This design comes from an exercise in tuning for small area and a short achievable clock period on the open sky130 flow, not from production work.
Function was not checked in any run shown here: the RTL went through the layout flow alone.

==> flow/design.v, too long to show whole: its modules and the start of the top module <==
// module clk_ctrl: 1634 lines
// module cc_ha: 4 lines
// module cc_fa: 4 lines
module clk_ctrl
(
	input  wire        clk_i,
	input  wire        rstn_i,
	input  wire [15:0] freq,
	output wire        dds1_o,
	output wire        dds_o
);
  // ...
==> flow/flow/run.sh <==
#!/bin/bash
# The standard layout (standard.sh, all ORFS steps unchanged), except:
#  - the port buffers that buffer_ports inserts are plain sky130_fd_sc_hd__buf_1 cells
#    instead of the delay buffers it picks by default (every port is still buffered);
#  - clock tree synthesis with clkbuf_8 buffers and without dummy loads.
set -euo pipefail
export BUFFER_PORTS_ARGS="-buffer_cell sky130_fd_sc_hd__buf_1"
export CTS_ARGS="-sink_clustering_enable -repair_clock_nets -buf_list sky130_fd_sc_hd__clkbuf_8 -dont_use_dummy_load"
bash standard.sh finish > standard_make.log 2>&1
==> flow/standard.sh <==
#!/bin/bash
# synth_recipe.tcl (not shown) runs the flow's synth.tcl, then flattens the netlist and writes it again
# the make line also repeats each setting of config.mk as NAME=value (left out here)
make -C /OpenROAD-flow-scripts/flow DESIGN_CONFIG=/design/flow/config.mk WORK_HOME=/design/flow/orfs CLKGATE_MAP_FILE= SYNTH_SCRIPT=/design/flow/synth_recipe.tcl "${@:-finish}"
==> flow/config.mk <==
export PLATFORM = sky130hd
export DESIGN_NAME = clk_ctrl
export DESIGN_NICKNAME = clk_ctrl
export VERILOG_FILES = /design/flow/design.v
export SDC_FILE = /design/flow/constraint.sdc
export NUM_CORES = 4
export LEC_CHECK = 0
export CAP_MARGIN = 20
export CORE_MARGIN = 2
export CORE_UTILIZATION = 40
export CTS_BUF_LIST = sky130_fd_sc_hd__clkbuf_8
export SLEW_MARGIN = 20
export SYNTH_HIERARCHICAL = 1
==> flow/constraint.sdc <==
create_clock -name core_clock -period 70.0 [get_ports {clk_i}]
set_input_delay 14.0000 -clock core_clock [delete_from_list [all_inputs] [get_ports {clk_i}]]
set_output_delay 14.0000 -clock core_clock [all_outputs]
set_load 0.01 [all_outputs]
==> notes.md, run 1 <==
status=timing/DRC/antenna clean; HPWL Detailed=around 19000 um; crit path cell chain=buf_1; clk buf depth=2; Routed met2 length=around 12000 um; fin cells=~930; Vias=slightly below 5000; Syn Nets=968; synth cell count leaders=fa_1, dfrtp_1, inv_1; drt initial violations=about 250; grt met3 use=0.0419; Min Clock Period, post-route=between 10 and 15 ns; Die Ht=~160 um; post-synthesis mux area share=0; share of post-route cells with drive strength above 1=0.0316; Slew @ Worst Pin=0.784 ns; Worst EP required=between 50 and 60 ns; synthesized instance count=570; worst r2r dst=dds1; Worst Setup SP=dds1; mapped cell area=roughly 10000 um2; synth unique cells=28; yosys synthesis warning count=7; Max-area cell class=multi-input combinational cells; first-pass GRT wire length=around 39000 um; total CTS buffers=9; largest family of logic cells by synthesized area=adder cells; vias in the first global route=6531; clkbuf count=9; top-area cell type share of the netlist area=0.690; die area=between 20000 and 30000 um2; xor-xnor portion of the synthesized cell area=0.00173; final wirelength=around 23000 um; Worst Path Arrival=approximately 0.9 ns; count leader, synth=fa_1
==> run 2, diff against run 1 <==
--- a/flow/design.v
+++ b/flow/design.v
@@ -5,23 +5,23 @@
 	input  wire [15:0] freq,
 	output wire        dds1_o,
 	output wire        dds_o
 );
 reg  [15:0] fr;
 reg  [31:0] cnt;      
 reg  [31:0] cnt1;     
 reg  [2:0]  pa;       
-reg  [2:0]  pb;       
+reg  [3:0]  pb;       
 reg         dds;
 reg         dds1;
 wire [31:0] cnt_n;
 wire [31:0] cnt1_n;
 wire [2:0]  pa_n;
-wire [2:0]  pb_n;
+wire [3:0]  pb_n;
 wire        dds_n;
 wire        dds1_n;
 wire [10:0] gq;       
 localparam [31:0] CNT_INV  = 32'h00000000;
 localparam [31:0] CNT1_INV = 32'h00000000;
 always @(posedge clk_i or negedge rstn_i)
 	if (rstn_i == 1'b0) begin
 		fr   <= 16'd0;
@@ -819,48 +819,48 @@
 wire bs_775;
 wire bc_776;
 wire bs_777;
 wire bc_778;
 wire bs_779;
 wire bc_780;
 wire bs_781;
 wire bc_782;
-wire bfg_783;
-wire bfp_784;
+wire bs_783;
+wire bc_784;
 wire bfg_785;
 wire bfp_786;
 wire bfg_787;
 wire bfp_788;
 wire bfg_789;
 wire bfp_790;
 wire bfg_791;
 wire bfp_792;
 wire bfg_793;
 wire bfp_794;
-wire bfG_795;
-wire bfP_796;
+wire bfg_795;
+wire bfp_796;
 wire bfG_797;
 wire bfP_798;
 wire bfG_799;
 wire bfP_800;
 wire bfG_801;
 wire bfP_802;
 wire bfG_803;
 wire bfP_804;
 wire bfG_805;
 wire bfP_806;
 wire bfG_807;
 wire bfP_808;
 wire bfG_809;
 wire bfP_810;
 wire bfG_811;
 wire bfP_812;
-wire brs_813;
-wire brc_814;
+wire bfG_813;
+wire bfP_814;
 wire brs_815;
 wire brc_816;
 wire brs_817;
 wire brc_818;
 wire brs_819;
 wire brc_820;
 wire brs_821;
 wire brc_822;
@@ -979,16 +979,17 @@
 wire tA_30;
 wire tB_30;
 wire tA_31;
 wire tB_31;
 wire dc_875;
 wire dc_876;
 wire dc_877;
 wire dc_878;
+wire dc_879;
 assign n_1 = ~fr[0];
 assign n_2 = ~fr[1];
 assign n_3 = ~fr[2];
 assign n_4 = ~fr[3];
 assign n_5 = ~fr[4];
 assign n_6 = ~fr[5];
 assign n_7 = ~fr[6];
 assign n_8 = ~fr[7];
@@ -1324,178 +1325,178 @@
 cc_fa ubs_565 (.a(gq[2]), .b(n_543), .c(n_544), .s(bs_565), .co(bc_566));
 cc_fa ubs_567 (.a(bc_562), .b(gq[9]), .c(bs_565), .s(bs_567), .co(bc_568));
 cc_fa ubs_569 (.a(gq[3]), .b(n_544), .c(bc_566), .s(bs_569), .co(bc_570));
 cc_fa ubs_571 (.a(n_545), .b(gq[10]), .c(bc_568), .s(bs_571), .co(bc_572));
 cc_fa ubs_573 (.a(n_536), .b(gq[4]), .c(gq[9]), .s(bs_573), .co(bc_574));
 cc_fa ubs_575 (.a(bc_570), .b(n_546), .c(bs_573), .s(bs_575), .co(bc_576));
 cc_fa ubs_577 (.a(n_537), .b(gq[5]), .c(n_545), .s(bs_577), .co(bc_578));
 cc_fa ubs_579 (.a(bc_574), .b(gq[10]), .c(bs_577), .s(bs_579), .co(bc_580));
-cc_fa ubs_581 (.a(cnt1[0]), .b(pb[0]), .c(n_538), .s(bs_581), .co(bc_582));
-cc_fa ubs_583 (.a(bs_581), .b(gq[6]), .c(bc_578), .s(bs_583), .co(bc_584));
-cc_fa ubs_585 (.a(n_546), .b(bc_580), .c(bs_583), .s(bs_585), .co(bc_586));
-cc_fa ubs_587 (.a(cnt1[1]), .b(bc_582), .c(n_539), .s(bs_587), .co(bc_588));
-cc_fa ubs_589 (.a(bs_587), .b(n_543), .c(bc_584), .s(bs_589), .co(bc_590));
-cc_fa ubs_591 (.a(cnt1[2]), .b(n_540), .c(bc_588), .s(bs_591), .co(bc_592));
-cc_fa ubs_593 (.a(bs_591), .b(gq[7]), .c(n_544), .s(bs_593), .co(bc_594));
-cc_fa ubs_595 (.a(cnt1[3]), .b(gq[0]), .c(bc_592), .s(bs_595), .co(bc_596));
-cc_fa ubs_597 (.a(n_541), .b(bs_595), .c(gq[8]), .s(bs_597), .co(bc_598));
-cc_fa ubs_599 (.a(bc_594), .b(n_545), .c(bs_597), .s(bs_599), .co(bc_600));
-cc_fa ubs_601 (.a(cnt1[4]), .b(gq[1]), .c(bc_596), .s(bs_601), .co(bc_602));
-cc_fa ubs_603 (.a(n_542), .b(bs_601), .c(bc_598), .s(bs_603), .co(bc_604));
-cc_fa ubs_605 (.a(gq[9]), .b(n_546), .c(bc_600), .s(bs_605), .co(bc_606));
-cc_fa ubs_607 (.a(cnt1[5]), .b(n_536), .c(gq[2]), .s(bs_607), .co(bc_608));
-cc_fa ubs_609 (.a(bs_607), .b(bc_602), .c(n_543), .s(bs_609), .co(bc_610));
-cc_fa ubs_611 (.a(bs_609), .b(bc_604), .c(gq[10]), .s(bs_611), .co(bc_612));
-cc_fa ubs_613 (.a(cnt1[6]), .b(n_537), .c(bc_608), .s(bs_613), .co(bc_614));
-cc_fa ubs_615 (.a(gq[3]), .b(bs_613), .c(n_544), .s(bs_615), .co(bc_616));
-cc_fa ubs_617 (.a(bc_610), .b(bs_615), .c(bc_612), .s(bs_617), .co(bc_618));
-cc_fa ubs_619 (.a(cnt1[7]), .b(gq[0]), .c(n_538), .s(bs_619), .co(bc_620));
-cc_fa ubs_621 (.a(bs_619), .b(gq[4]), .c(bc_614), .s(bs_621), .co(bc_622));
-cc_fa ubs_623 (.a(bs_621), .b(bc_616), .c(n_545), .s(bs_623), .co(bc_624));
-cc_fa ubs_625 (.a(cnt1[8]), .b(gq[1]), .c(bc_620), .s(bs_625), .co(bc_626));
-cc_fa ubs_627 (.a(n_539), .b(bs_625), .c(bc_622), .s(bs_627), .co(bc_628));
-cc_fa ubs_629 (.a(gq[5]), .b(bs_627), .c(bc_624), .s(bs_629), .co(bc_630));
-cc_fa ubs_631 (.a(cnt1[9]), .b(gq[2]), .c(n_540), .s(bs_631), .co(bc_632));
-cc_fa ubs_633 (.a(bc_626), .b(bs_631), .c(bc_628), .s(bs_633), .co(bc_634));
-cc_fa ubs_635 (.a(n_542), .b(bs_633), .c(bc_630), .s(bs_635), .co(bc_636));
+cc_fa ubs_581 (.a(cnt1[0]), .b(n_538), .c(gq[6]), .s(bs_581), .co(bc_582));
+cc_fa ubs_583 (.a(bs_581), .b(bc_578), .c(n_546), .s(bs_583), .co(bc_584));
+cc_fa ubs_585 (.a(cnt1[1]), .b(n_539), .c(bc_582), .s(bs_585), .co(bc_586));
+cc_fa ubs_587 (.a(n_543), .b(bs_585), .c(bc_584), .s(bs_587), .co(bc_588));
+cc_fa ubs_589 (.a(cnt1[2]), .b(n_540), .c(gq[7]), .s(bs_589), .co(bc_590));
+cc_fa ubs_591 (.a(n_544), .b(bc_586), .c(bs_589), .s(bs_591), .co(bc_592));
+cc_fa ubs_593 (.a(cnt1[3]), .b(gq[0]), .c(n_541), .s(bs_593), .co(bc_594));
+cc_fa ubs_595 (.a(bs_593), .b(gq[8]), .c(bc_590), .s(bs_595), .co(bc_596));
+cc_fa ubs_597 (.a(n_545), .b(bc_592), .c(bs_595), .s(bs_597), .co(bc_598));
+cc_fa ubs_599 (.a(cnt1[4]), .b(gq[1]), .c(bc_594), .s(bs_599), .co(bc_600));
+cc_fa ubs_601 (.a(n_542), .b(bs_599), .c(gq[9]), .s(bs_601), .co(bc_602));
+cc_fa ubs_603 (.a(bc_596), .b(n_546), .c(bs_601), .s(bs_603), .co(bc_604));
+cc_fa ubs_605 (.a(cnt1[5]), .b(n_536), .c(gq[2]), .s(bs_605), .co(bc_606));
+cc_fa ubs_607 (.a(bs_605), .b(bc_600), .c(n_543), .s(bs_607), .co(bc_608));
+cc_fa ubs_609 (.a(bs_607), .b(bc_602), .c(gq[10]), .s(bs_609), .co(bc_610));
+cc_fa ubs_611 (.a(cnt1[6]), .b(n_537), .c(bc_606), .s(bs_611), .co(bc_612));
+cc_fa ubs_613 (.a(gq[3]), .b(bs_611), .c(n_544), .s(bs_613), .co(bc_614));
+cc_fa ubs_615 (.a(bc_608), .b(bs_613), .c(bc_610), .s(bs_615), .co(bc_616));
+cc_fa ubs_617 (.a(cnt1[7]), .b(gq[0]), .c(n_538), .s(bs_617), .co(bc_618));
+cc_fa ubs_619 (.a(bs_617), .b(gq[4]), .c(bc_612), .s(bs_619), .co(bc_620));
+cc_fa ubs_621 (.a(bs_619), .b(bc_614), .c(n_545), .s(bs_621), .co(bc_622));
+cc_fa ubs_623 (.a(cnt1[8]), .b(pb[1]), .c(gq[1]), .s(bs_623), .co(bc_624));
+cc_fa ubs_625 (.a(bs_623), .b(bc_618), .c(n_539), .s(bs_625), .co(bc_626));
+cc_fa ubs_627 (.a(bs_625), .b(bc_620), .c(gq[5]), .s(bs_627), .co(bc_628));
+cc_fa ubs_629 (.a(bs_627), .b(bc_622), .c(n_546), .s(bs_629), .co(bc_630));
+cc_fa ubs_631 (.a(cnt1[9]), .b(gq[2]), .c(bc_624), .s(bs_631), .co(bc_632));
+cc_fa ubs_633 (.a(bs_631), .b(n_540), .c(bc_626), .s(bs_633), .co(bc_634));
+cc_fa ubs_635 (.a(bs_633), .b(bc_628), .c(n_542), .s(bs_635), .co(bc_636));
 cc_fa ubs_637 (.a(cnt1[10]), .b(gq[3]), .c(bc_632), .s(bs_637), .co(bc_638));
-cc_fa ubs_639 (.a(n_541), .b(gq[6]), .c(bs_637), .s(bs_639), .co(bc_640));
-cc_fa ubs_641 (.a(bc_634), .b(n_543), .c(bs_639), .s(bs_641), .co(bc_642));
-cc_fa ubs_643 (.a(cnt1[11]), .b(pb[1]), .c(n_536), .s(bs_643), .co(bc_644));
-cc_fa ubs_645 (.a(bs_643), .b(gq[4]), .c(bc_638), .s(bs_645), .co(bc_646));
-cc_fa ubs_647 (.a(n_542), .b(gq[7]), .c(bc_640), .s(bs_647), .co(bc_648));
-cc_fa ubs_649 (.a(bs_645), .b(gq[8]), .c(bc_642), .s(bs_649), .co(bc_650));
-cc_fa ubs_651 (.a(cnt1[12]), .b(bc_644), .c(n_537), .s(bs_651), .co(bc_652));
-cc_fa ubs_653 (.a(bs_651), .b(gq[5]), .c(bc_646), .s(bs_653), .co(bc_654));
+cc_fa ubs_639 (.a(bs_637), .b(bc_634), .c(n_541), .s(bs_639), .co(bc_640));
+cc_fa ubs_641 (.a(gq[6]), .b(bs_639), .c(bc_636), .s(bs_641), .co(bc_642));
+cc_fa ubs_643 (.a(cnt1[11]), .b(n_536), .c(gq[4]), .s(bs_643), .co(bc_644));
+cc_fa ubs_645 (.a(bc_638), .b(bs_643), .c(bc_640), .s(bs_645), .co(bc_646));
+cc_fa ubs_647 (.a(n_542), .b(gq[7]), .c(bs_645), .s(bs_647), .co(bc_648));
+cc_fa ubs_649 (.a(gq[8]), .b(bc_642), .c(bs_647), .s(bs_649), .co(bc_650));
+cc_fa ubs_651 (.a(cnt1[12]), .b(n_537), .c(bc_644), .s(bs_651), .co(bc_652));
+cc_fa ubs_653 (.a(gq[5]), .b(bs_651), .c(bc_646), .s(bs_653), .co(bc_654));
 cc_fa ubs_655 (.a(n_543), .b(bc_648), .c(bs_653), .s(bs_655), .co(bc_656));
 cc_fa ubs_657 (.a(gq[9]), .b(bc_650), .c(bs_655), .s(bs_657), .co(bc_658));
 cc_fa ubs_659 (.a(cnt1[13]), .b(n_536), .c(n_538), .s(bs_659), .co(bc_660));
-cc_fa ubs_661 (.a(bc_652), .b(bs_659), .c(gq[6]), .s(bs_661), .co(bc_662));
+cc_fa ubs_661 (.a(bs_659), .b(bc_652), .c(gq[6]), .s(bs_661), .co(bc_662));
 cc_fa ubs_663 (.a(bs_661), .b(n_544), .c(bc_654), .s(bs_663), .co(bc_664));
 cc_fa ubs_665 (.a(bc_656), .b(bs_663), .c(n_546), .s(bs_665), .co(bc_666));
 cc_fa ubs_667 (.a(cnt1[14]), .b(n_537), .c(bc_660), .s(bs_667), .co(bc_668));
 cc_fa ubs_669 (.a(n_539), .b(bs_667), .c(bc_662), .s(bs_669), .co(bc_670));
 cc_fa ubs_671 (.a(gq[7]), .b(bs_669), .c(n_545), .s(bs_671), .co(bc_672));
 cc_fa ubs_673 (.a(bc_664), .b(gq[10]), .c(bs_671), .s(bs_673), .co(bc_674));
 cc_fa ubs_675 (.a(cnt1[15]), .b(n_538), .c(n_540), .s(bs_675), .co(bc_676));
 cc_fa ubs_677 (.a(bc_668), .b(bs_675), .c(gq[8]), .s(bs_677), .co(bc_678));
 cc_fa ubs_679 (.a(bc_670), .b(bs_677), .c(bc_672), .s(bs_679), .co(bc_680));
 cc_fa ubs_681 (.a(n_546), .b(bc_674), .c(bs_679), .s(bs_681), .co(bc_682));
-cc_fa ubs_683 (.a(cnt1[16]), .b(n_539), .c(bc_676), .s(bs_683), .co(bc_684));
-cc_fa ubs_685 (.a(n_541), .b(bs_683), .c(bc_678), .s(bs_685), .co(bc_686));
-cc_fa ubs_687 (.a(n_545), .b(bs_685), .c(bc_680), .s(bs_687), .co(bc_688));
-cc_fa ubs_689 (.a(cnt1[17]), .b(n_536), .c(n_540), .s(bs_689), .co(bc_690));
-cc_fa ubs_691 (.a(bs_689), .b(bc_684), .c(n_542), .s(bs_691), .co(bc_692));
-cc_fa ubs_693 (.a(bs_691), .b(gq[9]), .c(bc_686), .s(bs_693), .co(bc_694));
-cc_fa ubs_695 (.a(gq[10]), .b(bs_693), .c(bc_688), .s(bs_695), .co(bc_696));
-cc_fa ubs_697 (.a(cnt1[18]), .b(n_537), .c(bc_690), .s(bs_697), .co(bc_698));
-cc_fa ubs_699 (.a(n_541), .b(bs_697), .c(bc_692), .s(bs_699), .co(bc_700));
-cc_fa ubs_701 (.a(n_543), .b(bs_699), .c(bc_694), .s(bs_701), .co(bc_702));
-cc_fa ubs_703 (.a(cnt1[19]), .b(n_536), .c(n_538), .s(bs_703), .co(bc_704));
-cc_fa ubs_705 (.a(bs_703), .b(bc_698), .c(n_542), .s(bs_705), .co(bc_706));
-cc_fa ubs_707 (.a(bs_705), .b(gq[8]), .c(bc_700), .s(bs_707), .co(bc_708));
-cc_fa ubs_709 (.a(cnt1[20]), .b(n_537), .c(bc_704), .s(bs_709), .co(bc_710));
-cc_fa ubs_711 (.a(n_539), .b(bs_709), .c(bc_706), .s(bs_711), .co(bc_712));
-cc_fa ubs_713 (.a(n_543), .b(n_544), .c(bs_711), .s(bs_713), .co(bc_714));
-cc_fa ubs_715 (.a(n_545), .b(bc_708), .c(bs_713), .s(bs_715), .co(bc_716));
-cc_fa ubs_717 (.a(cnt1[21]), .b(gq[0]), .c(n_538), .s(bs_717), .co(bc_718));
-cc_fa ubs_719 (.a(bs_717), .b(n_540), .c(bc_710), .s(bs_719), .co(bc_720));
-cc_fa ubs_721 (.a(bs_719), .b(n_544), .c(bc_712), .s(bs_721), .co(bc_722));
-cc_fa ubs_723 (.a(bc_714), .b(bs_721), .c(n_546), .s(bs_723), .co(bc_724));
-cc_fa ubs_725 (.a(cnt1[22]), .b(pb[2]), .c(gq[1]), .s(bs_725), .co(bc_726));
-cc_fa ubs_727 (.a(bs_725), .b(bc_718), .c(n_539), .s(bs_727), .co(bc_728));
-cc_fa ubs_729 (.a(bs_727), .b(bc_720), .c(n_541), .s(bs_729), .co(bc_730));
-cc_fa ubs_731 (.a(bs_729), .b(gq[9]), .c(bc_722), .s(bs_731), .co(bc_732));
-cc_fa ubs_733 (.a(cnt1[23]), .b(gq[2]), .c(bc_726), .s(bs_733), .co(bc_734));
-cc_fa ubs_735 (.a(bs_733), .b(n_540), .c(bc_728), .s(bs_735), .co(bc_736));
-cc_fa ubs_737 (.a(bs_735), .b(bc_730), .c(n_542), .s(bs_737), .co(bc_738));
-cc_fa ubs_739 (.a(bs_737), .b(n_545), .c(gq[10]), .s(bs_739), .co(bc_740));
-cc_fa ubs_741 (.a(cnt1[24]), .b(gq[3]), .c(bc_734), .s(bs_741), .co(bc_742));
-cc_fa ubs_743 (.a(bs_741), .b(bc_736), .c(n_541), .s(bs_743), .co(bc_744));
-cc_fa ubs_745 (.a(bs_743), .b(bc_738), .c(n_543), .s(bs_745), .co(bc_746));
-cc_fa ubs_747 (.a(bs_745), .b(n_546), .c(bc_740), .s(bs_747), .co(bc_748));
-cc_fa ubs_749 (.a(cnt1[25]), .b(gq[4]), .c(bc_742), .s(bs_749), .co(bc_750));
-cc_fa ubs_751 (.a(bs_749), .b(bc_744), .c(n_542), .s(bs_751), .co(bc_752));
-cc_fa ubs_753 (.a(bs_751), .b(gq[8]), .c(bc_746), .s(bs_753), .co(bc_754));
-cc_fa ubs_755 (.a(cnt1[26]), .b(gq[5]), .c(bc_750), .s(bs_755), .co(bc_756));
-cc_fa ubs_757 (.a(bs_755), .b(bc_752), .c(n_543), .s(bs_757), .co(bc_758));
-cc_fa ubs_759 (.a(n_544), .b(bs_757), .c(gq[9]), .s(bs_759), .co(bc_760));
-cc_fa ubs_761 (.a(cnt1[27]), .b(gq[6]), .c(bc_756), .s(bs_761), .co(bc_762));
-cc_fa ubs_763 (.a(bs_761), .b(n_544), .c(bc_758), .s(bs_763), .co(bc_764));
-cc_fa ubs_765 (.a(n_545), .b(bs_763), .c(bc_760), .s(bs_765), .co(bc_766));
-cc_fa ubs_767 (.a(cnt1[28]), .b(gq[7]), .c(bc_762), .s(bs_767), .co(bc_768));
-cc_fa ubs_769 (.a(bs_767), .b(n_545), .c(bc_764), .s(bs_769), .co(bc_770));
-cc_fa ubs_771 (.a(n_546), .b(bs_769), .c(bc_766), .s(bs_771), .co(bc_772));
-cc_fa ubs_773 (.a(cnt1[29]), .b(gq[8]), .c(bc_768), .s(bs_773), .co(bc_774));
-cc_fa ubs_775 (.a(bs_773), .b(gq[10]), .c(bc_770), .s(bs_775), .co(bc_776));
-cc_fa ubs_777 (.a(cnt1[30]), .b(gq[9]), .c(bc_774), .s(bs_777), .co(bc_778));
-cc_fa ubs_779 (.a(n_546), .b(bs_777), .c(bc_776), .s(bs_779), .co(bc_780));
-cc_fa ubs_781 (.a(cnt1[31]), .b(n_546), .c(bc_778), .s(bs_781), .co(bc_782));
-assign bfg_783 = n_545 & bs_555;
-assign bfp_784 = n_545 | bs_555;
-assign bfg_785 = n_546 & bs_559;
-assign bfp_786 = n_546 | bs_559;
-assign bfg_787 = bs_567 & bc_564;
-assign bfp_788 = bs_567 | bc_564;
-assign bfg_789 = bs_569 & bs_571;
-assign bfp_790 = bs_569 | bs_571;
-assign bfg_791 = bc_572 & bs_575;
-assign bfp_792 = bc_572 | bs_575;
-assign bfg_793 = bc_576 & bs_579;
-assign bfp_794 = bc_576 | bs_579;
-assign bfG_795 = 1'b0 | (bs_547 & 1'b0);
-assign bfP_796 = bs_547 & gq[1];
-assign bfG_797 = bfg_783 | (bfp_784 & 1'b0);
-assign bfP_798 = bfp_784 & bs_551;
-assign bfG_799 = 1'b0 | (bs_563 & bfg_785);
-assign bfP_800 = bs_563 & bfp_786;
-assign bfG_801 = bfg_789 | (bfp_790 & bfg_787);
-assign bfP_802 = bfp_790 & bfp_788;
-assign bfG_803 = bfg_793 | (bfp_794 & bfg_791);
-assign bfP_804 = bfp_794 & bfp_792;
-assign bfG_805 = bfG_797 | (bfP_798 & bfG_795);
-assign bfP_806 = bfP_798 & bfP_796;
-assign bfG_807 = bfG_801 | (bfP_802 & bfG_799);
-assign bfP_808 = bfP_802 & bfP_800;
-assign bfG_809 = bfG_807 | (bfP_808 & bfG_805);
-assign bfP_810 = bfP_808 & bfP_806;
-assign bfG_811 = bfG_803 | (bfP_804 & bfG_809);
-assign bfP_812 = bfP_804 & bfP_810;
-cc_ha ubrs_813 (.a(bc_586), .b(bs_589), .s(brs_813), .co(brc_814));
-cc_fa ubrs_815 (.a(bs_593), .b(bc_590), .c(brc_814), .s(brs_815), .co(brc_816));
-cc_ha ubrs_817 (.a(bs_599), .b(brc_816), .s(brs_817), .co(brc_818));
-cc_fa ubrs_819 (.a(bs_603), .b(bs_605), .c(brc_818), .s(brs_819), .co(brc_820));
-cc_fa ubrs_821 (.a(bc_606), .b(bs_611), .c(brc_820), .s(brs_821), .co(brc_822));
-cc_ha ubrs_823 (.a(bs_617), .b(brc_822), .s(brs_823), .co(brc_824));
-cc_fa ubrs_825 (.a(bs_623), .b(bc_618), .c(brc_824), .s(brs_825), .co(brc_826));
-cc_fa ubrs_827 (.a(n_546), .b(bs_629), .c(brc_826), .s(brs_827), .co(brc_828));
-cc_ha ubrs_829 (.a(bs_635), .b(brc_828), .s(brs_829), .co(brc_830));
-cc_fa ubrs_831 (.a(bs_641), .b(bc_636), .c(brc_830), .s(brs_831), .co(brc_832));
-cc_ha ubrs_833 (.a(bs_647), .b(bs_649), .s(brs_833), .co(brc_834));
-cc_ha ubrs_835 (.a(bs_657), .b(brc_834), .s(brs_835), .co(brc_836));
-cc_fa ubrs_837 (.a(bc_658), .b(bs_665), .c(brc_836), .s(brs_837), .co(brc_838));
-cc_fa ubrs_839 (.a(bc_666), .b(bs_673), .c(brc_838), .s(brs_839), .co(brc_840));
-cc_ha ubrs_841 (.a(bs_681), .b(brc_840), .s(brs_841), .co(brc_842));
-cc_fa ubrs_843 (.a(bc_682), .b(bs_687), .c(brc_842), .s(brs_843), .co(brc_844));
-cc_ha ubrs_845 (.a(bs_695), .b(brc_844), .s(brs_845), .co(brc_846));
-cc_fa ubrs_847 (.a(bs_701), .b(bc_696), .c(brc_846), .s(brs_847), .co(brc_848));
-cc_fa ubrs_849 (.a(bs_707), .b(bc_702), .c(brc_848), .s(brs_849), .co(brc_850));
-cc_ha ubrs_851 (.a(bs_715), .b(brc_850), .s(brs_851), .co(brc_852));
-cc_fa ubrs_853 (.a(bc_716), .b(bs_723), .c(brc_852), .s(brs_853), .co(brc_854));
-cc_ha ubrs_855 (.a(bs_731), .b(bc_724), .s(brs_855), .co(brc_856));
-cc_fa ubrs_857 (.a(bc_732), .b(bs_739), .c(brc_856), .s(brs_857), .co(brc_858));
-cc_ha ubrs_859 (.a(bs_747), .b(brc_858), .s(brs_859), .co(brc_860));
-cc_fa ubrs_861 (.a(bs_753), .b(bc_748), .c(brc_860), .s(brs_861), .co(brc_862));
-cc_fa ubrs_863 (.a(bc_754), .b(bs_759), .c(brc_862), .s(brs_863), .co(brc_864));
-cc_fa ubrs_865 (.a(gq[10]), .b(bs_765), .c(brc_864), .s(brs_865), .co(brc_866));
-cc_ha ubrs_867 (.a(bs_771), .b(brc_866), .s(brs_867), .co(brc_868));
-cc_fa ubrs_869 (.a(bs_775), .b(bc_772), .c(brc_868), .s(brs_869), .co(brc_870));
-cc_ha ubrs_871 (.a(bs_779), .b(brc_870), .s(brs_871), .co(brc_872));
-cc_fa ubrs_873 (.a(bs_781), .b(bc_780), .c(brc_872), .s(brs_873), .co(brc_874));
+cc_fa ubs_683 (.a(cnt1[16]), .b(pb[2]), .c(n_539), .s(bs_683), .co(bc_684));
+cc_fa ubs_685 (.a(bs_683), .b(bc_676), .c(n_541), .s(bs_685), .co(bc_686));
+cc_fa ubs_687 (.a(bs_685), .b(bc_678), .c(n_545), .s(bs_687), .co(bc_688));
+cc_fa ubs_689 (.a(bs_687), .b(bc_680), .c(bc_682), .s(bs_689), .co(bc_690));
+cc_fa ubs_691 (.a(cnt1[17]), .b(n_536), .c(n_540), .s(bs_691), .co(bc_692));
+cc_fa ubs_693 (.a(bc_684), .b(bs_691), .c(bc_686), .s(bs_693), .co(bc_694));
+cc_fa ubs_695 (.a(n_542), .b(bs_693), .c(gq[9]), .s(bs_695), .co(bc_696));
+cc_fa ubs_697 (.a(bc_688), .b(gq[10]), .c(bs_695), .s(bs_697), .co(bc_698));
+cc_fa ubs_699 (.a(cnt1[18]), .b(n_537), .c(bc_692), .s(bs_699), .co(bc_700));
+cc_fa ubs_701 (.a(n_541), .b(bs_699), .c(bc_694), .s(bs_701), .co(bc_702));
+cc_fa ubs_703 (.a(n_543), .b(bs_701), .c(bc_696), .s(bs_703), .co(bc_704));
+cc_fa ubs_705 (.a(cnt1[19]), .b(n_536), .c(n_538), .s(bs_705), .co(bc_706));
+cc_fa ubs_707 (.a(bs_705), .b(bc_700), .c(n_542), .s(bs_707), .co(bc_708));
+cc_fa ubs_709 (.a(bs_707), .b(gq[8]), .c(bc_702), .s(bs_709), .co(bc_710));
+cc_fa ubs_711 (.a(cnt1[20]), .b(n_537), .c(bc_706), .s(bs_711), .co(bc_712));
+cc_fa ubs_713 (.a(n_539), .b(bs_711), .c(bc_708), .s(bs_713), .co(bc_714));
+cc_fa ubs_715 (.a(n_543), .b(n_544), .c(bs_713), .s(bs_715), .co(bc_716));
+cc_fa ubs_717 (.a(n_545), .b(bc_710), .c(bs_715), .s(bs_717), .co(bc_718));
+cc_fa ubs_719 (.a(cnt1[21]), .b(gq[0]), .c(n_538), .s(bs_719), .co(bc_720));
+cc_fa ubs_721 (.a(bs_719), .b(n_540), .c(bc_712), .s(bs_721), .co(bc_722));
+cc_fa ubs_723 (.a(bs_721), .b(n_544), .c(bc_714), .s(bs_723), .co(bc_724));
+cc_fa ubs_725 (.a(bc_716), .b(bs_723), .c(n_546), .s(bs_725), .co(bc_726));
+cc_fa ubs_727 (.a(cnt1[22]), .b(gq[1]), .c(bc_720), .s(bs_727), .co(bc_728));
+cc_fa ubs_729 (.a(n_539), .b(bs_727), .c(bc_722), .s(bs_729), .co(bc_730));
+cc_fa ubs_731 (.a(n_541), .b(bs_729), .c(gq[9]), .s(bs_731), .co(bc_732));
+cc_fa ubs_733 (.a(bc_724), .b(bs_731), .c(bc_726), .s(bs_733), .co(bc_734));
+cc_fa ubs_735 (.a(cnt1[23]), .b(gq[2]), .c(n_540), .s(bs_735), .co(bc_736));
+cc_fa ubs_737 (.a(bc_728), .b(bs_735), .c(bc_730), .s(bs_737), .co(bc_738));
+cc_fa ubs_739 (.a(n_542), .b(bs_737), .c(n_545), .s(bs_739), .co(bc_740));
+cc_fa ubs_741 (.a(bc_732), .b(gq[10]), .c(bs_739), .s(bs_741), .co(bc_742));
+cc_fa ubs_743 (.a(cnt1[24]), .b(pb[3]), .c(gq[3]), .s(bs_743), .co(bc_744));
+cc_fa ubs_745 (.a(bs_743), .b(bc_736), .c(n_541), .s(bs_745), .co(bc_746));
+cc_fa ubs_747 (.a(bs_745), .b(bc_738), .c(n_543), .s(bs_747), .co(bc_748));
+cc_fa ubs_749 (.a(bs_747), .b(bc_740), .c(n_546), .s(bs_749), .co(bc_750));
+cc_fa ubs_751 (.a(cnt1[25]), .b(gq[4]), .c(bc_744), .s(bs_751), .co(bc_752));
+cc_fa ubs_753 (.a(bs_751), .b(bc_746), .c(n_542), .s(bs_753), .co(bc_754));
+cc_fa ubs_755 (.a(bs_753), .b(gq[8]), .c(bc_748), .s(bs_755), .co(bc_756));
+cc_fa ubs_757 (.a(cnt1[26]), .b(bc_752), .c(gq[5]), .s(bs_757), .co(bc_758));
+cc_fa ubs_759 (.a(bs_757), .b(bc_754), .c(n_543), .s(bs_759), .co(bc_760));
+cc_fa ubs_761 (.a(n_544), .b(bs_759), .c(gq[9]), .s(bs_761), .co(bc_762));
+cc_fa ubs_763 (.a(cnt1[27]), .b(bc_758), .c(gq[6]), .s(bs_763), .co(bc_764));
+cc_fa ubs_765 (.a(bs_763), .b(n_544), .c(bc_760), .s(bs_765), .co(bc_766));
+cc_fa ubs_767 (.a(n_545), .b(bs_765), .c(bc_762), .s(bs_767), .co(bc_768));
+cc_fa ubs_769 (.a(cnt1[28]), .b(bc_764), .c(gq[7]), .s(bs_769), .co(bc_770));
+cc_fa ubs_771 (.a(bs_769), .b(n_545), .c(bc_766), .s(bs_771), .co(bc_772));
+cc_fa ubs_773 (.a(n_546), .b(bs_771), .c(bc_768), .s(bs_773), .co(bc_774));
+cc_fa ubs_775 (.a(cnt1[29]), .b(gq[8]), .c(bc_770), .s(bs_775), .co(bc_776));
+cc_fa ubs_777 (.a(bs_775), .b(gq[10]), .c(bc_772), .s(bs_777), .co(bc_778));
+cc_fa ubs_779 (.a(cnt1[30]), .b(gq[9]), .c(bc_776), .s(bs_779), .co(bc_780));
+cc_fa ubs_781 (.a(n_546), .b(bs_779), .c(bc_778), .s(bs_781), .co(bc_782));
+cc_fa ubs_783 (.a(cnt1[31]), .b(n_546), .c(bc_780), .s(bs_783), .co(bc_784));
+assign bfg_785 = n_545 & bs_555;
+assign bfp_786 = n_545 | bs_555;
+assign bfg_787 = n_546 & bs_559;
+assign bfp_788 = n_546 | bs_559;
+assign bfg_789 = bs_567 & bc_564;
+assign bfp_790 = bs_567 | bc_564;
+assign bfg_791 = bs_569 & bs_571;
+assign bfp_792 = bs_569 | bs_571;
+assign bfg_793 = bc_572 & bs_575;
+assign bfp_794 = bc_572 | bs_575;
+assign bfg_795 = bc_576 & bs_579;
+assign bfp_796 = bc_576 | bs_579;
+assign bfG_797 = 1'b0 | (bs_547 & 1'b0);
+assign bfP_798 = bs_547 & gq[1];
+assign bfG_799 = bfg_785 | (bfp_786 & 1'b0);
+assign bfP_800 = bfp_786 & bs_551;
+assign bfG_801 = 1'b0 | (bs_563 & bfg_787);
+assign bfP_802 = bs_563 & bfp_788;
+assign bfG_803 = bfg_791 | (bfp_792 & bfg_789);
+assign bfP_804 = bfp_792 & bfp_790;
+assign bfG_805 = bfg_795 | (bfp_796 & bfg_793);
+assign bfP_806 = bfp_796 & bfp_794;
+assign bfG_807 = bfG_799 | (bfP_800 & bfG_797);
+assign bfP_808 = bfP_800 & bfP_798;
+assign bfG_809 = bfG_803 | (bfP_804 & bfG_801);
+assign bfP_810 = bfP_804 & bfP_802;
+assign bfG_811 = bfG_809 | (bfP_810 & bfG_807);
+assign bfP_812 = bfP_810 & bfP_808;
+assign bfG_813 = bfG_805 | (bfP_806 & bfG_811);
+assign bfP_814 = bfP_806 & bfP_812;
+cc_fa ubrs_815 (.a(bc_580), .b(bs_583), .c(bfG_813), .s(brs_815), .co(brc_816));
+cc_ha ubrs_817 (.a(bs_587), .b(brc_816), .s(brs_817), .co(brc_818));
+cc_fa ubrs_819 (.a(bs_591), .b(bc_588), .c(brc_818), .s(brs_819), .co(brc_820));
+cc_ha ubrs_821 (.a(bs_597), .b(brc_820), .s(brs_821), .co(brc_822));
+cc_fa ubrs_823 (.a(bc_598), .b(bs_603), .c(brc_822), .s(brs_823), .co(brc_824));
+cc_fa ubrs_825 (.a(bc_604), .b(bs_609), .c(brc_824), .s(brs_825), .co(brc_826));
+cc_ha ubrs_827 (.a(bs_615), .b(brc_826), .s(brs_827), .co(brc_828));
+cc_fa ubrs_829 (.a(bs_621), .b(bc_616), .c(brc_828), .s(brs_829), .co(brc_830));
+cc_ha ubrs_831 (.a(bs_635), .b(bc_630), .s(brs_831), .co(brc_832));
+cc_fa ubrs_833 (.a(n_543), .b(bs_641), .c(brc_832), .s(brs_833), .co(brc_834));
+cc_ha ubrs_835 (.a(bs_649), .b(brc_834), .s(brs_835), .co(brc_836));
+cc_ha ubrs_837 (.a(bs_657), .b(brc_836), .s(brs_837), .co(brc_838));
+cc_fa ubrs_839 (.a(bc_658), .b(bs_665), .c(brc_838), .s(brs_839), .co(brc_840));
+cc_fa ubrs_841 (.a(bc_666), .b(bs_673), .c(brc_840), .s(brs_841), .co(brc_842));
+cc_ha ubrs_843 (.a(bs_681), .b(brc_842), .s(brs_843), .co(brc_844));
+cc_ha ubrs_845 (.a(bs_697), .b(bc_690), .s(brs_845), .co(brc_846));
+cc_fa ubrs_847 (.a(bc_698), .b(bs_703), .c(brc_846), .s(brs_847), .co(brc_848));
+cc_fa ubrs_849 (.a(bs_709), .b(bc_704), .c(brc_848), .s(brs_849), .co(brc_850));
+cc_ha ubrs_851 (.a(bs_717), .b(brc_850), .s(brs_851), .co(brc_852));
+cc_fa ubrs_853 (.a(bc_718), .b(bs_725), .c(brc_852), .s(brs_853), .co(brc_854));
+cc_ha ubrs_855 (.a(bs_733), .b(brc_854), .s(brs_855), .co(brc_856));
+cc_fa ubrs_857 (.a(bs_741), .b(bc_734), .c(brc_856), .s(brs_857), .co(brc_858));
+cc_ha ubrs_859 (.a(bc_742), .b(bs_749), .s(brs_859), .co(brc_860));
+cc_fa ubrs_861 (.a(bs_755), .b(bc_750), .c(brc_860), .s(brs_861), .co(brc_862));
+cc_fa ubrs_863 (.a(bc_756), .b(bs_761), .c(brc_862), .s(brs_863), .co(brc_864));
+cc_fa ubrs_865 (.a(gq[10]), .b(bs_767), .c(brc_864), .s(brs_865), .co(brc_866));
+cc_ha ubrs_867 (.a(bs_773), .b(brc_866), .s(brs_867), .co(brc_868));
+cc_fa ubrs_869 (.a(bs_777), .b(bc_774), .c(brc_868), .s(brs_869), .co(brc_870));
+cc_ha ubrs_871 (.a(bs_781), .b(brc_870), .s(brs_871), .co(brc_872));
+cc_fa ubrs_873 (.a(bs_783), .b(bc_782), .c(brc_872), .s(brs_873), .co(brc_874));
 assign cnt_n[0] = as_134;
 assign cnt_n[1] = as_144;
 assign cnt_n[2] = ars_384;
 assign cnt_n[3] = ars_386;
 assign cnt_n[4] = ars_388;
 assign cnt_n[5] = ars_390;
 assign cnt_n[6] = ars_392;
 assign cnt_n[7] = ars_394;
@@ -1518,33 +1519,33 @@
 assign cnt_n[24] = ars_420;
 assign cnt_n[25] = ars_422;
 assign cnt_n[26] = ars_424;
 assign cnt_n[27] = ars_426;
 assign cnt_n[28] = ars_428;
 assign cnt_n[29] = ars_430;
 assign cnt_n[30] = ars_432;
 assign cnt_n[31] = ars_434;
-assign cnt1_n[0] = bs_585;
-assign cnt1_n[1] = brs_813;
-assign cnt1_n[2] = brs_815;
-assign cnt1_n[3] = brs_817;
-assign cnt1_n[4] = brs_819;
-assign cnt1_n[5] = brs_821;
-assign cnt1_n[6] = brs_823;
-assign cnt1_n[7] = brs_825;
-assign cnt1_n[8] = brs_827;
-assign cnt1_n[9] = brs_829;
-assign cnt1_n[10] = brs_831;
-assign cnt1_n[11] = brs_833;
-assign cnt1_n[12] = brs_835;
-assign cnt1_n[13] = brs_837;
-assign cnt1_n[14] = brs_839;
-assign cnt1_n[15] = brs_841;
-assign cnt1_n[16] = brs_843;
+assign cnt1_n[0] = brs_815;
+assign cnt1_n[1] = brs_817;
+assign cnt1_n[2] = brs_819;
+assign cnt1_n[3] = brs_821;
+assign cnt1_n[4] = brs_823;
+assign cnt1_n[5] = brs_825;
+assign cnt1_n[6] = brs_827;
+assign cnt1_n[7] = brs_829;
+assign cnt1_n[8] = bs_629;
+assign cnt1_n[9] = brs_831;
+assign cnt1_n[10] = brs_833;
+assign cnt1_n[11] = brs_835;
+assign cnt1_n[12] = brs_837;
+assign cnt1_n[13] = brs_839;
+assign cnt1_n[14] = brs_841;
+assign cnt1_n[15] = brs_843;
+assign cnt1_n[16] = bs_689;
 assign cnt1_n[17] = brs_845;
 assign cnt1_n[18] = brs_847;
 assign cnt1_n[19] = brs_849;
 assign cnt1_n[20] = brs_851;
 assign cnt1_n[21] = brs_853;
 assign cnt1_n[22] = brs_855;
 assign cnt1_n[23] = brs_857;
 assign cnt1_n[24] = brs_859;
@@ -1553,19 +1554,20 @@
 assign cnt1_n[27] = brs_865;
 assign cnt1_n[28] = brs_867;
 assign cnt1_n[29] = brs_869;
 assign cnt1_n[30] = brs_871;
 assign cnt1_n[31] = brs_873;
 assign pa_n[0] = afG_382;
 assign pa_n[1] = arc_401;
 assign pa_n[2] = arc_419;
-assign pb_n[0] = bfG_811;
-assign pb_n[1] = brc_832;
-assign pb_n[2] = brc_854;
+assign pb_n[0] = 1'b0;
+assign pb_n[1] = brc_830;
+assign pb_n[2] = brc_844;
+assign pb_n[3] = brc_858;
 assign tA_0 = cnt_n[0];
 assign tB_0 = cnt1_n[0];
 assign tA_1 = cnt_n[1];
 assign tB_1 = cnt1_n[1];
 assign tA_2 = cnt_n[2];
 assign tB_2 = cnt1_n[2];
 assign tA_3 = cnt_n[3];
 assign tB_3 = cnt1_n[3];
@@ -1623,19 +1625,20 @@
 assign tB_29 = cnt1_n[29];
 assign tA_30 = cnt_n[30];
 assign tB_30 = cnt1_n[30];
 assign tA_31 = cnt_n[31];
 assign tB_31 = cnt1_n[31];
 assign dc_875 = (pa_n[0] & 1'b0 & (&{tA_1,tA_2,tA_3,tA_4,tA_5,tA_6,tA_7,tA_8,tA_9,tA_10})) | ((pa_n[0] | 1'b0) & (&{tA_0,tA_1,tA_2,tA_3,tA_4,tA_5,tA_6,tA_7,tA_8,tA_9,tA_10}));
 assign dc_876 = (pa_n[1] & dc_875 & (&{tA_12,tA_13,tA_14,tA_15,tA_16,tA_17,tA_18,tA_19,tA_20,tA_21})) | ((pa_n[1] | dc_875) & (&{tA_11,tA_12,tA_13,tA_14,tA_15,tA_16,tA_17,tA_18,tA_19,tA_20,tA_21}));
 assign dds_n = tA_31 ^ (((pa_n[2] ^ dc_876) & (&{tA_22,tA_23,tA_24,tA_25,tA_26,tA_27,tA_28,tA_29,tA_30})) | (pa_n[2] & dc_876 & (&{tA_23,tA_24,tA_25,tA_26,tA_27,tA_28,tA_29,tA_30})));
-assign dc_877 = (pb_n[0] & 1'b0 & (&{tB_1,tB_2,tB_3,tB_4,tB_5,tB_6,tB_7,tB_8,tB_9,tB_10})) | ((pb_n[0] | 1'b0) & (&{tB_0,tB_1,tB_2,tB_3,tB_4,tB_5,tB_6,tB_7,tB_8,tB_9,tB_10}));
-assign dc_878 = (pb_n[1] & dc_877 & (&{tB_12,tB_13,tB_14,tB_15,tB_16,tB_17,tB_18,tB_19,tB_20,tB_21})) | ((pb_n[1] | dc_877) & (&{tB_11,tB_12,tB_13,tB_14,tB_15,tB_16,tB_17,tB_18,tB_19,tB_20,tB_21}));
-assign dds1_n = tB_31 ^ (((pb_n[2] ^ dc_878) & (&{tB_22,tB_23,tB_24,tB_25,tB_26,tB_27,tB_28,tB_29,tB_30})) | (pb_n[2] & dc_878 & (&{tB_23,tB_24,tB_25,tB_26,tB_27,tB_28,tB_29,tB_30})));
+assign dc_877 = (1'b0 & 1'b0 & (&{tB_1,tB_2,tB_3,tB_4,tB_5,tB_6,tB_7})) | ((1'b0 | 1'b0) & (&{tB_0,tB_1,tB_2,tB_3,tB_4,tB_5,tB_6,tB_7}));
+assign dc_878 = (pb_n[1] & dc_877 & (&{tB_9,tB_10,tB_11,tB_12,tB_13,tB_14,tB_15})) | ((pb_n[1] | dc_877) & (&{tB_8,tB_9,tB_10,tB_11,tB_12,tB_13,tB_14,tB_15}));
+assign dc_879 = (pb_n[2] & dc_878 & (&{tB_17,tB_18,tB_19,tB_20,tB_21,tB_22,tB_23})) | ((pb_n[2] | dc_878) & (&{tB_16,tB_17,tB_18,tB_19,tB_20,tB_21,tB_22,tB_23}));
+assign dds1_n = tB_31 ^ (((pb_n[3] ^ dc_879) & (&{tB_24,tB_25,tB_26,tB_27,tB_28,tB_29,tB_30})) | (pb_n[3] & dc_879 & (&{tB_25,tB_26,tB_27,tB_28,tB_29,tB_30})));
 endmodule
 module cc_ha (input wire a, input wire b, output wire s, output wire co);
 assign s  = a ^ b;
 assign co = a & b;
 endmodule
 module cc_fa (input wire a, input wire b, input wire c, output wire s, output wire co);
 assign s  = a ^ b ^ c;
 assign co = (a & b) | (a & c) | (b & c);
==> run 2 against run 1 <==
Still clean. Wire length decreased by 1.1%. Synthesized cell count decreased by 1.2%. First-iteration DRC count is 16% higher. Critical endpoint unchanged.
==> notes.md, run 2 <==
worst hold slack=0.820 ns (was 0.823 ns); # diodes=0 (unchanged); worst min-delay path startpoint=cnt1[31] (unchanged); Final Cell Area=10700 um2 (was 10800 um2); Syn Nets=961 (was 968); Worst-Skew Late Latency=0.39 ns (about the same); post-route ant nets=0 (unchanged); clk root buf=clkbuf_8 (unchanged); crit path cell chain=buf_1 (unchanged); asr flop ratio synth=1.00 (unchanged); Port-buffer cells=19 (unchanged); Slew headroom=0.427 (was 0.477); Initial Utilization=0.403 (was 0.404); Crit Path Class=flip-flop to primary output (unchanged); Post-CTS Hold Fix Bufs=0 (unchanged); Yosys reg bits=88 (unchanged); 1st-pass router iterations=4 (unchanged); WL/cell=24.3 um (about the same); status=timing/DRC/antenna clean (unchanged); Worst EP required=56.00 ns (about the same); number of synthesized flops with an enable pin=0 (unchanged); clock sink count=88 (unchanged); largest registers=cnt1: 32 flops, cnt: 32 flops, fr: 16 flops (unchanged); largest net degree at the start of global routing=78 (was 50); count leader, synth=fa_1 (unchanged); RSZ-0062 raised after global routing=no (unchanged); Slew @ Worst Pin=0.859 ns (was 0.784 ns); total CTS buffers=9 (unchanged); Resized cells post-CTS=0 (unchanged); HPWL Detailed=18600 um (was 19100 um); mapped cell area=10100 um2 (about the same); vias in the first global route=6447 (was 6531); most common cell after layout, fill and taps aside=fa_1 (unchanged); Clock Skews=0.0394 ns (was 0.0322 ns); WP buf/inv=1 (unchanged); num ports=20 (unchanged); setup repair bufs after CTS=0 (unchanged); Yosys top cell by area=fa_1 (unchanged); simple-gate share of the synthesized area=0.0152 (was 0.0178); crit-path leading delay family=flip-flops (unchanged); Vias=4778 (was 4820); peak fanout along the critical path=1 (unchanged); H-tree depth=3 (unchanged); Min Clock Period, post-route=14.90 ns (was 14.89 ns); synth unique cells=26 (was 28); xor-xnor portion of the synthesized cell area=0.00174 (was 0.00173); Worst R2R Start=fr[1] (was fr[13]); Area contributors post-synth=fa_1, dfrtp_1, ha_1 (unchanged); setup TNS after final layout=0 ns (unchanged); final setup fails=0 (unchanged); TritonCTS clock tree=done (unchanged); Worst Path Arrival=0.90 ns (was 0.89 ns); clk buf depth=2 (unchanged); initial antenna violation count=0 (unchanged); top-area cell type share of the netlist area=0.694 (was 0.690); Primary FF master, synth=dfrtp_1 (unchanged); total track usage=0.196 (was 0.203); drt initial violations=288 (was 249); fin. max-slew vios=0 (unchanged); die area=26500 um2 (was 26600 um2); Die X-Extent=163 um (about the same); Area after DPL=10600 um2 (about the same); Compound-Gate Fraction of Synth Area=0.0133 (was 0.0158); Setup crit end kind=primary output (unchanged); Reg clk slew, reported paths=0.11 ns (was 0.10 ns); final wirelength=22400 um (was 22700 um); Layout area overhead=6.26% (was 6.34%); Worst Setup SP=dds1 (unchanged); area of the multi-input gates=7700 um2 (was 7750 um2); number of nets in the layout=993 (was 1002); storage element area=2200 um2 (unchanged); synth cell count leaders=fa_1, dfrtp_1, inv_1 (unchanged); largest family of logic cells by synthesized area=adder cells (unchanged); Fillers=2261 (was 2241); Row Count=58 (unchanged); yosys synthesis warning count=7 (unchanged); Critical Path Start Type=flip-flop (unchanged); Max-Cap Viols=0 (unchanged); most frequent cells in the layout=fa_1, dfrtp_1, inv_1 (unchanged); Avg Cell Area, Syn=17.9 um2 (was 17.8 um2); min-delay worst type=flip-flop to flip-flop (unchanged); max incr delay on CP=0.38 ns (about the same); Final Hold Vio Count=0 (unchanged); Core Box Area=25000 um2 (about the same); Post-Synth Adder-Cell Area=0.734 (was 0.730); gpl congestion=0.900 (was 0.881); synthesized instance count=563 (was 570); slowest CP cell=dfrtp_1 (unchanged); global route total overflow=0 (unchanged); drt drc=0 (unchanged); vias per cell=5.18 (was 5.17); Period Utilization, post-route=0.213 (about the same); Die Ht=163 um (about the same); first-pass GRT wire length=37300 um (was 38900 um); share of post-route cells with drive strength above 1=0.0270 (was 0.0316); post-synthesis sequential area ratio=0.219 (was 0.217); fmax=0.0671 GHz (was 0.0672 GHz); post-synthesis mux area share=0 (unchanged)
[run 2: cell types whose count changed in the layout (fill, tap and decap cells not counted), moves of 2 or more]
| cell | delta |
|---|---|
| a2111oi_2 | -2 |
| a32oi_1 | +2 |
| buf_4 | -3 |
| nand4_1 | -2 |
| o211a_1 | -2 |
| o211ai_1 | -2 |
| o22ai_1 | +2 |
[run 2: layer usage]
metal  vias to the layer above  global-route usage  share of wire
li1                       1809                   -              -
met1                      2806               0.278           0.42
met2                       137               0.310           0.50
met3                        26              0.0514          0.061
met4                         0              0.0390          0.015
met5                         -                   0              0
[run 2: through the flow]
stage	cells	setup WS, ns	utilization
6_report	923	55.10	0.429
5_1_grt	923	55.04	0.429
4_1_cts	923	55.07	0.429
3_5_place_dp	914	54.75	0.424
3_3_place_gp	914	54.81	0.424
2_1_floorplan	563	55.62	-
[run 2: cells by family (layout without fill, tap and decap cells)]
logic type	Yosys count	in the layout
AND/OR/NAND/NOR	27	27
adder cells (fa/ha/maj)	382	382
AO/OA/AOI/OAI	19	19
XOR/XNOR	2	2
buffers and inverters	45	75
flip-flops	88	88
[run 2: per-module statistics from Yosys, one instance, submodules excluded]
module	cells inside	times used	area (um2)
cc_fa	1	349	20.0
cc_ha	1	29	12.5
clk_ctrl	185	1	2720
[run 2: layout make-up]
class / count / area share
multi-input combinational: 430 / 0.720
sequential: 88 / 0.206
tap: 330 / 0.0386
inverter: 45 / 0.0158
clock buffer: 9 / 0.0116
timing repair buffer: 21 / 0.00877
[run 2: path summary, 6_finish.rpt]
path                       endpoint  slack (ns)  cells after the start
setup / recovery             dds1_o       55.10                      1
hold / removal             cnt1[31]        0.82                      2
setup reg to reg                dds       56.53                     37
hold reg to reg            cnt1[31]        0.82                      2
max in group asynchronous  cnt1[21]       55.54                      2
min in group asynchronous     pa[0]       13.48                      1

==> port drivers added, routing unchanged <==
The flow's constraints put no driver on any port. The routed layouts listed below were extracted and timed again, unchanged, in two steps.
Step 1, drivers: a clkbuf_16 drives clk_i and a buf_2 each remaining input, both assumed.
Step 2 moves the port delays by t, midway between the first and last clock arrival at a register: inputs arrive t later, outputs are due t later. That takes back most of the time a late clock gives input paths.
Slacks: no drivers / after step 1 / after step 2; pairs: no drivers / after step 1.
run | t, ns | slack for setup (ns) | worst data-port slew with drivers (ns)
run 1 | 0.416 | 55.114 / 55.068 / 54.835 | 0.03
run 2 | 0.409 | 55.102 / 55.066 / 55.141 | 0.04
After both steps every run listed still meets setup and hold. The setup slack of run 1, which loses most, moves by -0.046 ns with the drivers and by -0.279 ns with both steps. Setup slack includes reset recovery checks.
